From an optimization exercise on the open Yosys and OpenROAD flow, aimed at small area, a short achievable clock period and few clock cycles per item; shortcuts taken in it are not production practice. Function was checked by simulation only, so behaviour that the tests miss may differ from the original. No activity file was given, so power comes from the tool's default toggle rates.

## flow/design.v (module list and top-level ports; edited modules follow where they fit)
// module pu_fa: 7 lines
// module pu_ha: 7 lines
// module pu_hbm_win: 15 lines
// module pu_hbm_clip: 8 lines
// module pu_hbm_top: 942 lines
module pu_hbm_top #(
    parameter PE_COL_NUM = 2
)(
    input                            clk            ,
    input                            rstn           ,
    input                            hbm_vld_i      ,
    output                           hbm_rdy_o      ,
    input   [5:0]                    pu_hbm_shift_i ,
    input                            pu_prelu_en_i  ,
    input   [20 * PE_COL_NUM -1: 0]  conv_oc0_i     ,
    input   [20 * PE_COL_NUM -1: 0]  conv_oc1_i     ,
    input   [20 * PE_COL_NUM -1: 0]  conv_oc2_i     ,
    input   [20 * PE_COL_NUM -1: 0]  conv_oc3_i     ,
    input   [15:0]                   hbm_para_oc0_i ,
    input   [15:0]                   hbm_para_oc1_i ,
    input   [15:0]                   hbm_para_oc2_i ,
    input   [15:0]                   hbm_para_oc3_i ,
    output                           hbm_vld_o      ,
    input                            hbm_rdy_i      ,
    output  [8 * PE_COL_NUM -1: 0]   hbm_oc0_o      ,
    output  [8 * PE_COL_NUM -1: 0]   hbm_oc1_o      ,
    output  [8 * PE_COL_NUM -1: 0]   hbm_oc2_o      ,
    output  [8 * PE_COL_NUM -1: 0]   hbm_oc3_o
);
  // ...
==> flow/flow/run.sh <==
#!/bin/bash
# Standard layout, with timing repair aiming past the clock period (repair_timing
# is asked for SETUP_SLACK_MARGIN ns of extra setup slack) and buf_2 cells as the
# port buffers.
set -euo pipefail
bash standard.sh SETUP_SLACK_MARGIN=10.4 'BUFFER_PORTS_ARGS=-buffer_cell sky130_fd_sc_hd__buf_2' finish > standard_flow.log 2>&1
==> flow/standard.sh <==
#!/bin/bash
# synth_recipe.tcl (not shown) runs the flow's synth.tcl, then flattens the netlist and writes it again
# the make line also repeats each setting of config.mk as NAME=value (left out here)
make -C /OpenROAD-flow-scripts/flow DESIGN_CONFIG=/design/flow/config.mk WORK_HOME=/design/flow/orfs CLKGATE_MAP_FILE= SYNTH_SCRIPT=/design/flow/synth_recipe.tcl "${@:-finish}"
==> flow/config.mk <==
export PLATFORM = sky130hd
export DESIGN_NAME = pu_hbm_top
export DESIGN_NICKNAME = pu_hbm_top
export VERILOG_FILES = /design/flow/design.v
export SDC_FILE = /design/flow/constraint.sdc
export NUM_CORES = 4
export LEC_CHECK = 0
export CAP_MARGIN = 20
export CORE_MARGIN = 2
export CORE_UTILIZATION = 55
export CTS_CLUSTER_DIAMETER = 80
export CTS_CLUSTER_SIZE = 25
export PLACE_DENSITY = 0.65
export SLEW_MARGIN = 20
export SYNTH_HIERARCHICAL = 1
export SYNTH_MINIMUM_KEEP_SIZE = 0
==> flow/constraint.sdc <==
create_clock -name core_clock -period 15.0 [get_ports {clk}]
set_input_delay 3.0000 -clock core_clock [delete_from_list [all_inputs] [get_ports {clk}]]
set_output_delay 3.0000 -clock core_clock [all_outputs]
set_load 0.01 [all_outputs]
==> impl_summary.log, run 1 <==
[metrics] endpoint required time on the critical path: approximately 12,000 ps
[metrics] largest net degree at the start of global routing: between 150 and 200
[metrics] outcome: finished clean
[metrics] Avg Vias per Cell: between 6 and 7
[metrics] endpoint of the most critical register-to-register path: ob_r[41]
[metrics] max incr delay on CP: between 500 and 600 ps
[metrics] Layout clock area frac: 0.0270
[metrics] Crit. End Element: output pin
[metrics] clock latency on the worst-skew pair: between 700 and 800 ps
[metrics] instance count on the critical path: 1
[metrics] area of the die: 0.216 mm^2
[metrics] cell area after synthesis: about 0.12 mm^2
[metrics] met2 global-route usage: 0.552
[metrics] count of pins over their slew limit: 0
[metrics] P&R area growth vs syn: 5.31%
[metrics] worst slack at placement: around 8900 ps
[metrics] vertical die dimension: 464 um
[metrics] top contributor to total power: combinational logic
[metrics] Clock transition at path regs: around 100 ps
[metrics] power in sequential cells: about 5.5 mW
[metrics] Post-Syn Instances: 11,509
[metrics] registers with the most flip-flops: LANE.ra_r: 288 flops, LANE.rb_r: 281 flops, q_r: 256 flops
[metrics] total power consumption of the routed design: around 30 mW
[metrics] I/O Pins: 301
[metrics] Pleak: approximately 47 nW
[metrics] worst reg-to-reg path cell count: 15
[metrics] combinational power: about 22 mW
[metrics] Simple-Gate Fraction of Synth Area: 0.0896
[metrics] leading post-synthesis cells by cell area: fa_1, dfxtp_1, xnor2_1, a22oi_1, edfxtp_1
Testbench counts, summed over its fixed seeds: cycles 4,192, items 4,096.
==> run 2: changes to the inputs <==
==> flow/flow/run.sh (replaced) <==
#!/bin/bash
# Standard layout, with timing repair aiming past the clock period (repair_timing
# is asked for SETUP_SLACK_MARGIN ns of extra setup slack) and buf_2 cells as the
# port buffers.
set -euo pipefail
bash standard.sh SETUP_SLACK_MARGIN=10.75 'BUFFER_PORTS_ARGS=-buffer_cell sky130_fd_sc_hd__buf_2' finish > standard_flow.log 2>&1
==> run 2 against run 1 <==
Net effect: still clean; sequential share of layout area fell by 0.48 points; core utilization rose by 1.6 points; non-clock buffer count rose by 55; largest cell class unchanged; highest routed layer unchanged.
==> impl_summary.log, run 2 <==
[metrics] design area: 0.126 mm^2 (was 0.123 mm^2)
[metrics] data arrival time of the critical path: 1380 ps (was 1570 ps)
[metrics] start-to-end type of the worst setup path: reg2out (unchanged)
[metrics] Nets: 13,129 (was 13,057)
[metrics] part of the power in the clock network: 0.092 (was 0.091)
[metrics] final antenna-violating net count: 0 (unchanged)
[metrics] part of the total power dissipated in sequential elements: 0.164 (was 0.179)
[metrics] family with the most delay on the worst path: flip-flops (unchanged)
[metrics] unrepaired setup endpoints after global routing: yes (was no)
[metrics] PwrDens: 266 mW/mm^2 (was 248 mW/mm^2)
[metrics] Commonest cells post-synth: xnor2_1, fa_1, a22oi_1 (unchanged)
[metrics] placed inst area: 0.119 mm^2 (about the same)
[metrics] flops & latches, synth: 1,201 (unchanged)
[metrics] DRC violations left: 0 (unchanged)
[metrics] half-perimeter wire length of the detailed placement result: 289,000 um (was 278,000 um)
[metrics] count of pins over their slew limit: 0 (unchanged)
[metrics] top cell type by total area after synthesis: fa_1 (unchanged)
[metrics] total number of clock tree sinks: 1,201 (unchanged)
[metrics] GRT Resource Usage Total: 0.379 (was 0.367)
[metrics] worst hold path type: reg2reg (unchanged)
[metrics] endpoint of the most critical register-to-register path: ob_r[12] (was ob_r[41])
[metrics] EDFF count, synth: 256 (unchanged)
[metrics] most frequent standard cell in the layout excluding fill and tap cells: xnor2_1 (unchanged)
[metrics] area of the die: 0.216 mm^2 (unchanged)
[metrics] registers with the most flip-flops: LANE.ra_r: 288 flops, LANE.rb_r: 281 flops, q_r: 256 flops (unchanged)
[metrics] number of iterations in the first detailed-routing pass: 10 (unchanged)
[metrics] endpoint required time on the critical path: 12,000 ps (about the same)
[metrics] wire length per cell after detailed routing: 30.1 um (was 29.1 um)
[metrics] width of the die: 464 um (unchanged)
[metrics] max incr delay on CP: 440 ps (was 570 ps)
[metrics] slew at the pin closest to its max-slew limit: 1300 ps (was 1360 ps)
[metrics] CP max-delay cell: dfxtp_4 (was dfxtp_1)
[metrics] total number of vias: 96,891 (was 95,590)
[metrics] Synth warnings: 43 (unchanged)
[metrics] WHS Path Cells: 0 (unchanged)
[metrics] Distinct cells, synth: 94 (unchanged)
[metrics] core area: 0.210 mm^2 (unchanged)
[metrics] fin crit period: 4380 ps (was 4570 ps)
[metrics] first-pass GRT wire length: 627,000 um (was 608,000 um)
[metrics] endpoint of the worst hold path: LANE[0].rb_r[0] (was vld_m_r)
[metrics] leading post-synthesis cells by cell area: fa_1, dfxtp_1, xnor2_1, a22oi_1, edfxtp_1 (unchanged)
[metrics] Max Buffers Root-to-Sink: 3 (unchanged)
[metrics] outcome: finished clean (unchanged)
[metrics] worst reg-to-reg path cell count: 18 (was 15)
[metrics] total count of hold-check failures in the final report: 0 (unchanged)
[metrics] layout cell share with drive strength beyond 1: 0.132 (was 0.0971)
[metrics] final core occ: 0.600 (was 0.584)
[metrics] element type at the critical path start: flip-flop (unchanged)
[metrics] count of buffers inserted at the top-level ports: 300 (unchanged)
[metrics] std cell rows: 168 (unchanged)
[metrics] drt first-iter violations: 13,018 (was 12,171)
[metrics] Fin Setup TNS: 0 ps (unchanged)
[metrics] starting density of the core: 0.555 (unchanged)
[metrics] worst max-slew margin expressed relative to the limit: 0.133 (was 0.0919)
[metrics] Hold-fix buffers, CTS: 0 (unchanged)
[metrics] share of the yosys chip area belonging to registers: 0.229 (unchanged)
[metrics] combinational fraction of design power: 0.744 (was 0.730)
[metrics] CTS HTree Levels: 3 (unchanged)
[metrics] vertical die dimension: 464 um (unchanged)
[metrics] beginning of the worst register-to-register path: LANE[0].rb_r[0] (was shift_r[4])
[metrics] flip-flop count of the largest register, all copies and words added: 288 (unchanged)
[metrics] highest clock rate: 0.228 GHz (was 0.219 GHz)
[metrics] Post-Syn Instances: 11,509 (unchanged)
[metrics] P&R area growth vs syn: 8.27% (was 5.31%)
[metrics] crit path buf inv count: 1 (unchanged)
[metrics] clock latency on the worst-skew pair: 830 ps (was 790 ps)
[metrics] Final Skew: 50.5 ps (was 54.7 ps)
[metrics] cell at the root of the clock tree: clkbuf_16 (unchanged)
[metrics] Cell Chain, Critical Path: buf_6 (was buf_2)
[metrics] clock tree from TritonCTS: done (unchanged)
[metrics] global placement routability congestion: 1.04 (was 0.961)
[metrics] worst hold slack across all endpoints: 336 ps (was 358 ps)
[metrics] initial antenna violation count: 24 (was 43)
[metrics] I/O Pins: 301 (unchanged)
[metrics] most frequent cells in the layout: xnor2_1, a22oi_1, fa_1 (was xnor2_1, fa_1, a22oi_1)
[metrics] post-layout instance count excluding filler cells: 14,010 (was 13,956)
[metrics] maximum vdd drop: 0.000172 V (was 0.000173 V)
[metrics] Inserted Clock Buffers: 99 (was 89)
[metrics] final setup vio count: 0 (unchanged)
[metrics] net switching power figure: 17.6 mW (was 15.6 mW)
[metrics] most flop-heavy register: LANE.ra_r (unchanged)
[metrics] Crit. End Element: output pin (unchanged)
[metrics] overall routed net length: 422,000 um (was 406,000 um)
[metrics] fraction of power spent switching nets: 0.525 (was 0.512)
[metrics] Pleak: 48.4 nW (was 47.2 nW)
[metrics] most frequent cell after synthesis: xnor2_1 (unchanged)
[metrics] maximum fanout encountered on the critical timing path: 1 (unchanged)
[metrics] worst reg-to-reg setup slack: 10,740 ps (was 10,520 ps)
[metrics] Inst Count DP: 13,716 (was 13,715)
[metrics] largest net degree at the start of global routing: 138 (was 157)
[metrics] post-route fraction of the period consumed by the critical path: 0.292 (was 0.304)
[metrics] Avg Cell Area, Syn: 10.1 um^2 (unchanged)
[metrics] instance count on the critical path: 1 (unchanged)
[metrics] cell area after synthesis: 0.117 mm^2 (unchanged)
[metrics] global route overflow: 0 (unchanged)
[metrics] fraction of registers with async set or reset after synthesis: 0.0108 (unchanged)
[metrics] internal power summed over all cells: 16.0 mW (was 14.9 mW)
[metrics] Worst Min Path Start: LANE[0].c_i[0] (was vld_a_r)
[metrics] top-area cell type share of the netlist area: 0.220 (unchanged)
[metrics] Avg Vias per Cell: 6.92 (was 6.85)
[metrics] number of maximum-capacitance violations: 0 (unchanged)
[metrics] Clock transition at path regs: 90 ps (was 100 ps)
[metrics] number of global-route vias before repair: 97,737 (was 97,462)
[metrics] Post-synth top flop: dfxtp_1 (unchanged)
run 2: cell counts after synthesis:
No cell type changed its count.
run 2: Yosys stat by module, one instance, submodules excluded:
module       times used  cells inside
pu_hbm_top            1          5717
pu_hbm_win            8           532
pu_hbm_clip           8             9
pu_fa              1272             1
pu_ha               192             1
run 2: power by group through the flow:
stage	logic [mW]	clock network [mW]	registers, mW
final	25.0	3.09	5.52
after floorplan	15.4	0	5.17
after detailed placement	22.6	0	5.51
after CTS	23.5	3.15	5.50
after global routing	26.6	3.25	5.59
after global placement	22.4	0	5.51
run 2: cells by family after synthesis:
logic type | synth area share
compound gates | 0.205
xor+xnor | 0.120
fa+ha+maj | 0.276
buf+inv | 0.0447
flops | 0.229
mux | 0.0359
other cells | 0.0000644
simple gates | 0.0896
run 2: cell type report:
type	instances	area, um^2
timing repair inverter	3	15.0
tap	2805	3510
inverter	179	688
multi-input combinational	9059	87000
sequential	1201	26900
antenna	28	70.1
timing repair buffer	549	4160
fill	17527	84000
clock buffer	108	2590
clock inverter	78	1260
run 2: layer usage:
layer,part of all wire,global-route usage,routed length (um),vias to the layer above
met5,0.00065,0,273,-
met4,0.055,0.178,23100,26
met3,0.13,0.122,54900,1363
met2,0.43,0.561,181000,6719
met1,0.39,0.504,163000,48439
li1,-,-,-,40344
run 2: how the worst max path moves through the flow:
stage	from	endpoint	slack, ps
after CTS	ob_r[30]	hbm_oc1_o[14]	10570
final	ob_r[17]	hbm_oc1_o[1]	10620
after global placement	shift_r[3]	ob_r[15]	9140
after global routing	ob_r[27]	hbm_oc1_o[11]	10590
after detailed placement	shift_r[3]	ob_r[15]	9010
after floorplan	hbm_rdy_i	ob_r[50]	10630
run 2: timing repair:
action | 4_1_cts | 5_1_grt
setup endpoints to repair | 386 | 386
setup buffers | 39 | 29
pin swaps | 38 | 93
gates cloned | 5 | 7
hold endpoints to repair | 0 | 0
resized for setup | 335 | 264
run 2: metrics by stage:
step	worst slack, ps	power (mW)
2_1_floorplan	10630	20.6
3_3_place_gp	9140	27.9
3_5_place_dp	9010	28.1
4_1_cts	10570	32.2
5_1_grt	10590	35.5
6_report	10620	33.6
==> run 3: changes to the inputs <==
--- a/flow/config.mk
+++ b/flow/config.mk
@@ -7,10 +7,10 @@
 export LEC_CHECK = 0
 export CAP_MARGIN = 20
 export CORE_MARGIN = 2
-export CORE_UTILIZATION = 55
+export CORE_UTILIZATION = 65
 export CTS_CLUSTER_DIAMETER = 80
 export CTS_CLUSTER_SIZE = 25
-export PLACE_DENSITY = 0.65
+export PLACE_DENSITY = 0.75
 export SLEW_MARGIN = 20
 export SYNTH_HIERARCHICAL = 1
 export SYNTH_MINIMUM_KEEP_SIZE = 0
==> run 3 against run 2 <==
Net effect: still clean on timing, DRC and antenna; non-clock buffer count shrank 39; via count grew 1.2%; register-to-register slack gained 20 ps; clock-buffer cell count shrank 7; cell count shrank 3.4%; synthesized cell count is the same; sequential power is essentially flat; die area shrank 15%; core utilization grew 9.5 points; wire length shrank 3.5%; total power shrank 5.8%; largest cell class unchanged.
==> impl_summary.log, run 3 <==
[metrics] most frequent standard cell in the layout excluding fill and tap cells: xnor2_1 (unchanged)
[metrics] vertical die dimension: 427 um (was 464 um)
[metrics] Max Buffers Root-to-Sink: 3 (unchanged)
[metrics] design area: 0.124 mm^2 (was 0.126 mm^2)
[metrics] share of the yosys chip area belonging to registers: 0.229 (unchanged)
[metrics] Pleak: 47.7 nW (was 48.4 nW)
[metrics] flops & latches, synth: 1,201 (unchanged)
[metrics] starting density of the core: 0.654 (was 0.555)
[metrics] P&R area growth vs syn: 6.32% (was 8.27%)
[metrics] most frequent cells in the layout: xnor2_1, fa_1, a22oi_1 (was xnor2_1, a22oi_1, fa_1)
[metrics] highest clock rate: 0.230 GHz (was 0.228 GHz)
[metrics] number of maximum-capacitance violations: 0 (unchanged)
[metrics] worst max-slew margin expressed relative to the limit: 0.0763 (was 0.133)
[metrics] # fillers: 13,343 (was 17,527)
[metrics] worst hold path type: reg2reg (unchanged)
[metrics] endpoint required time on the critical path: 12,000 ps (about the same)
[metrics] total number of vias: 98,017 (was 96,891)
[metrics] area used by sequential logic in the layout: 0.0269 mm^2 (about the same)
[metrics] Post-Syn Instances: 11,509 (unchanged)
[metrics] crit path buf inv count: 1 (unchanged)
[metrics] element type at the critical path start: flip-flop (unchanged)
[metrics] DRC violations left: 0 (unchanged)
[metrics] area used by multi-input combinational logic: 0.0861 mm^2 (was 0.0870 mm^2)
[metrics] GRT Resource Usage Total: 0.433 (was 0.379)
[metrics] CTS HTree Levels: 3 (unchanged)
[metrics] cell area after synthesis: 0.117 mm^2 (unchanged)
[metrics] top-area cell type share of the netlist area: 0.220 (unchanged)
[metrics] Inst Count DP: 13,256 (was 13,716)
[metrics] Post-synth top flop: dfxtp_1 (unchanged)
[metrics] clock latency on the worst-skew pair: 800 ps (was 830 ps)
[metrics] placed inst area: 0.118 mm^2 (was 0.119 mm^2)
[metrics] family with the most delay on the worst path: flip-flops (unchanged)
[metrics] Commonest cells post-synth: xnor2_1, fa_1, a22oi_1 (unchanged)
[metrics] EDFF count, synth: 256 (unchanged)
[metrics] Inserted Clock Buffers: 89 (was 99)
[metrics] width of the die: 427 um (was 464 um)
[metrics] core area: 0.178 mm^2 (was 0.210 mm^2)
[metrics] most flop-heavy register: LANE.ra_r (unchanged)
[metrics] Nets: 13,083 (was 13,129)
[metrics] total number of clock tree sinks: 1,201 (unchanged)
[metrics] Hold-fix buffers, CTS: 0 (unchanged)
[metrics] CP max-delay cell: dfrtp_2 (was dfxtp_4)
[metrics] total count of hold-check failures in the final report: 0 (unchanged)
[metrics] I/O Pins: 301 (unchanged)
[metrics] Synth warnings: 43 (unchanged)
[metrics] overall routed net length: 407,000 um (was 422,000 um)
[metrics] Avg Vias per Cell: 7.25 (was 6.92)
[metrics] global placement routability congestion: 0.998 (was 1.04)
[metrics] wire length per cell after detailed routing: 30.1 um (about the same)
[metrics] std cell rows: 155 (was 168)
[metrics] area of the die: 0.183 mm^2 (was 0.216 mm^2)
[metrics] fin crit period: 4350 ps (was 4380 ps)
[metrics] count of pins over their slew limit: 0 (unchanged)
[metrics] initial antenna violation count: 29 (was 24)
[metrics] Final Skew: 46.9 ps (was 50.5 ps)
[metrics] cell at the root of the clock tree: clkbuf_16 (unchanged)
[metrics] number of iterations in the first detailed-routing pass: 10 (unchanged)
[metrics] maximum fanout encountered on the critical timing path: 2 (was 1)
[metrics] slew at the pin closest to its max-slew limit: 1390 ps (was 1300 ps)
[metrics] registers with the most flip-flops: LANE.ra_r: 288 flops, LANE.rb_r: 281 flops, q_r: 256 flops (unchanged)
[metrics] worst reg-to-reg path cell count: 18 (unchanged)
[metrics] Cell Chain, Critical Path: buf_6 (unchanged)
[metrics] start-to-end type of the worst setup path: reg2out (unchanged)
[metrics] first-pass GRT wire length: 603,000 um (was 627,000 um)
[metrics] WHS Path Cells: 0 (unchanged)
[metrics] instance count on the critical path: 1 (unchanged)
[metrics] data arrival time of the critical path: 1350 ps (was 1380 ps)
[metrics] final setup vio count: 0 (unchanged)
[metrics] Distinct cells, synth: 94 (unchanged)
[metrics] most frequent cell after synthesis: xnor2_1 (unchanged)
[metrics] flip-flop count of the largest register, all copies and words added: 288 (unchanged)
[metrics] max incr delay on CP: 430 ps (was 440 ps)
[metrics] Crit. End Element: output pin (unchanged)
[metrics] Clock transition at path regs: 100 ps (was 90 ps)
[metrics] top cell type by total area after synthesis: fa_1 (unchanged)
[metrics] post-layout instance count excluding filler cells: 13,527 (was 14,010)
[metrics] Avg Cell Area, Syn: 10.1 um^2 (unchanged)
[metrics] maximum vdd drop: 0.000153 V (was 0.000172 V)
[metrics] outcome: finished clean (unchanged)
[metrics] Fin Setup TNS: 0 ps (unchanged)
[metrics] layout cell share with drive strength beyond 1: 0.117 (was 0.132)
[metrics] global route overflow: 0 (unchanged)
[metrics] drt first-iter violations: 13,592 (was 13,018)
[metrics] PwrDens: 256 mW/mm^2 (was 266 mW/mm^2)
[metrics] fraction of registers with async set or reset after synthesis: 0.0108 (unchanged)
[metrics] leading post-synthesis cells by cell area: fa_1, dfxtp_1, xnor2_1, a22oi_1, edfxtp_1 (unchanged)
[metrics] largest net degree at the start of global routing: 72 (was 138)
[metrics] count of buffers inserted at the top-level ports: 300 (unchanged)
[metrics] post-route fraction of the period consumed by the critical path: 0.290 (was 0.292)
[metrics] unrepaired setup endpoints after global routing: yes (unchanged)
[metrics] number of global-route vias before repair: 98,706 (was 97,737)
[metrics] final antenna-violating net count: 0 (unchanged)
[metrics] half-perimeter wire length of the detailed placement result: 272,000 um (was 289,000 um)
[metrics] clock tree from TritonCTS: done (unchanged)
## run 3: cell counts after synthesis
Identical to the previous run, type by type.
## run 3: worst paths after layout
check                                  end            start  slack (ps)
min in group asynchronous          rp_r[0]             rstn        2080
setup / recovery                 hbm_vld_o          vld_b_r       10650
hold reg to reg            LANE[0].rb_r[0]   LANE[0].c_i[0]         350
hold / removal             LANE[0].rb_r[0]   LANE[0].c_i[0]         350
max in group asynchronous          vld_b_r             rstn       12660
setup reg to reg                   ob_r[1]  LANE[0].rb_r[0]       10760
## run 3: layer usage
| metal | part of all wire | global-route usage |
|---|---|---|
| met5 | 0.00061 | 0.000265 |
| met3 | 0.14 | 0.156 |
| met1 | 0.36 | 0.547 |
| met2 | 0.43 | 0.644 |
| met4 | 0.063 | 0.244 |
## run 3: what timing repair did
action / CTS / global route
endpoints found under the setup margin: 386 / 396
setup buffers: 18 / 22
gates resized for setup: 221 / 214
pin swaps: 10 / 43
gates cloned: 7 / 7
## run 3: final cells by class
type / count / area share
Sequential cell: 1201 / 0.217
Tap cell: 2355 / 0.0238
Antenna cell: 52 / 0.00105
Timing Repair inverter: 5 / 0.000262
Clock buffer: 101 / 0.0188
Timing Repair Buffer: 510 / 0.0310
Inverter: 179 / 0.00561
Multi-Input combinational cell: 9060 / 0.694
Clock inverter: 64 / 0.00821
## run 3: through the flow
step                      worst slack, ps  utilization  power [mW]  hold slack [ps]
final                               10650        0.695        31.7              351
after floorplan                     10630            -        20.6              310
after CTS                           10610        0.688        30.5              368
after detailed placement             9010        0.663        27.3              312
after global routing                10610        0.695        33.6              361
after global placement               9110        0.663        26.9              315
## run 3: report_power, final
| group | switching [mW] | internal [mW] |
|---|---|---|
| combinational | 14.2 | 9.22 |
| sequential | 0.642 | 4.85 |
| clock | 1.47 | 1.29 |
## run 3: logic make-up (layout without fill, tap and decap cells)
family,after synthesis,in the layout,synth area share
adder cells (fa/ha/maj),1802,1802,0.276
buffers and inverters,1283,859,0.0447
multiplexers,312,312,0.0359
flip-flops,1201,1201,0.229
XOR/XNOR,1583,1583,0.120
AO/OA/AOI/OAI,3227,3228,0.205
AND/OR/NAND/NOR,2099,2103,0.0896
other,2,84,0.0000644
## run 3: Yosys stat by module, one instance, submodules excluded
module       times used  cells inside
pu_hbm_clip           8             9
pu_hbm_win            8           532
pu_ha               192             1
pu_fa              1272             1
pu_hbm_top            1          5717

[separate check: timing with driven ports]
The flow's constraints put no driver on any port. The routed layouts listed below were extracted and timed again, unchanged, in two steps.
Step 1, drivers: a clkbuf_16 drives clk and a buf_2 each remaining input, both assumed.
Step 2 times the ports against the registers' clock, not the clock port: input delays grow and output delays shrink by t, the midpoint of the rising clock arrivals with the driver on.
Slacks: no drivers / after step 1 / after step 2; pairs: no drivers / after step 1.
run	shift t [ns]	slack for setup (ns)	worst register clock-pin slew, ns
run 1	0.857	10.434 / 10.341 / 9.738	0.10 / 0.10
run 2	0.892	10.617 / 10.526 / 9.918	0.10 / 0.10
run 3	0.865	10.651 / 10.559 / 9.946	0.10 / 0.10
After both steps every run listed still meets setup and hold. The setup slack of run 3, which loses most, moves by -0.092 ns with the drivers and by -0.705 ns with both steps.
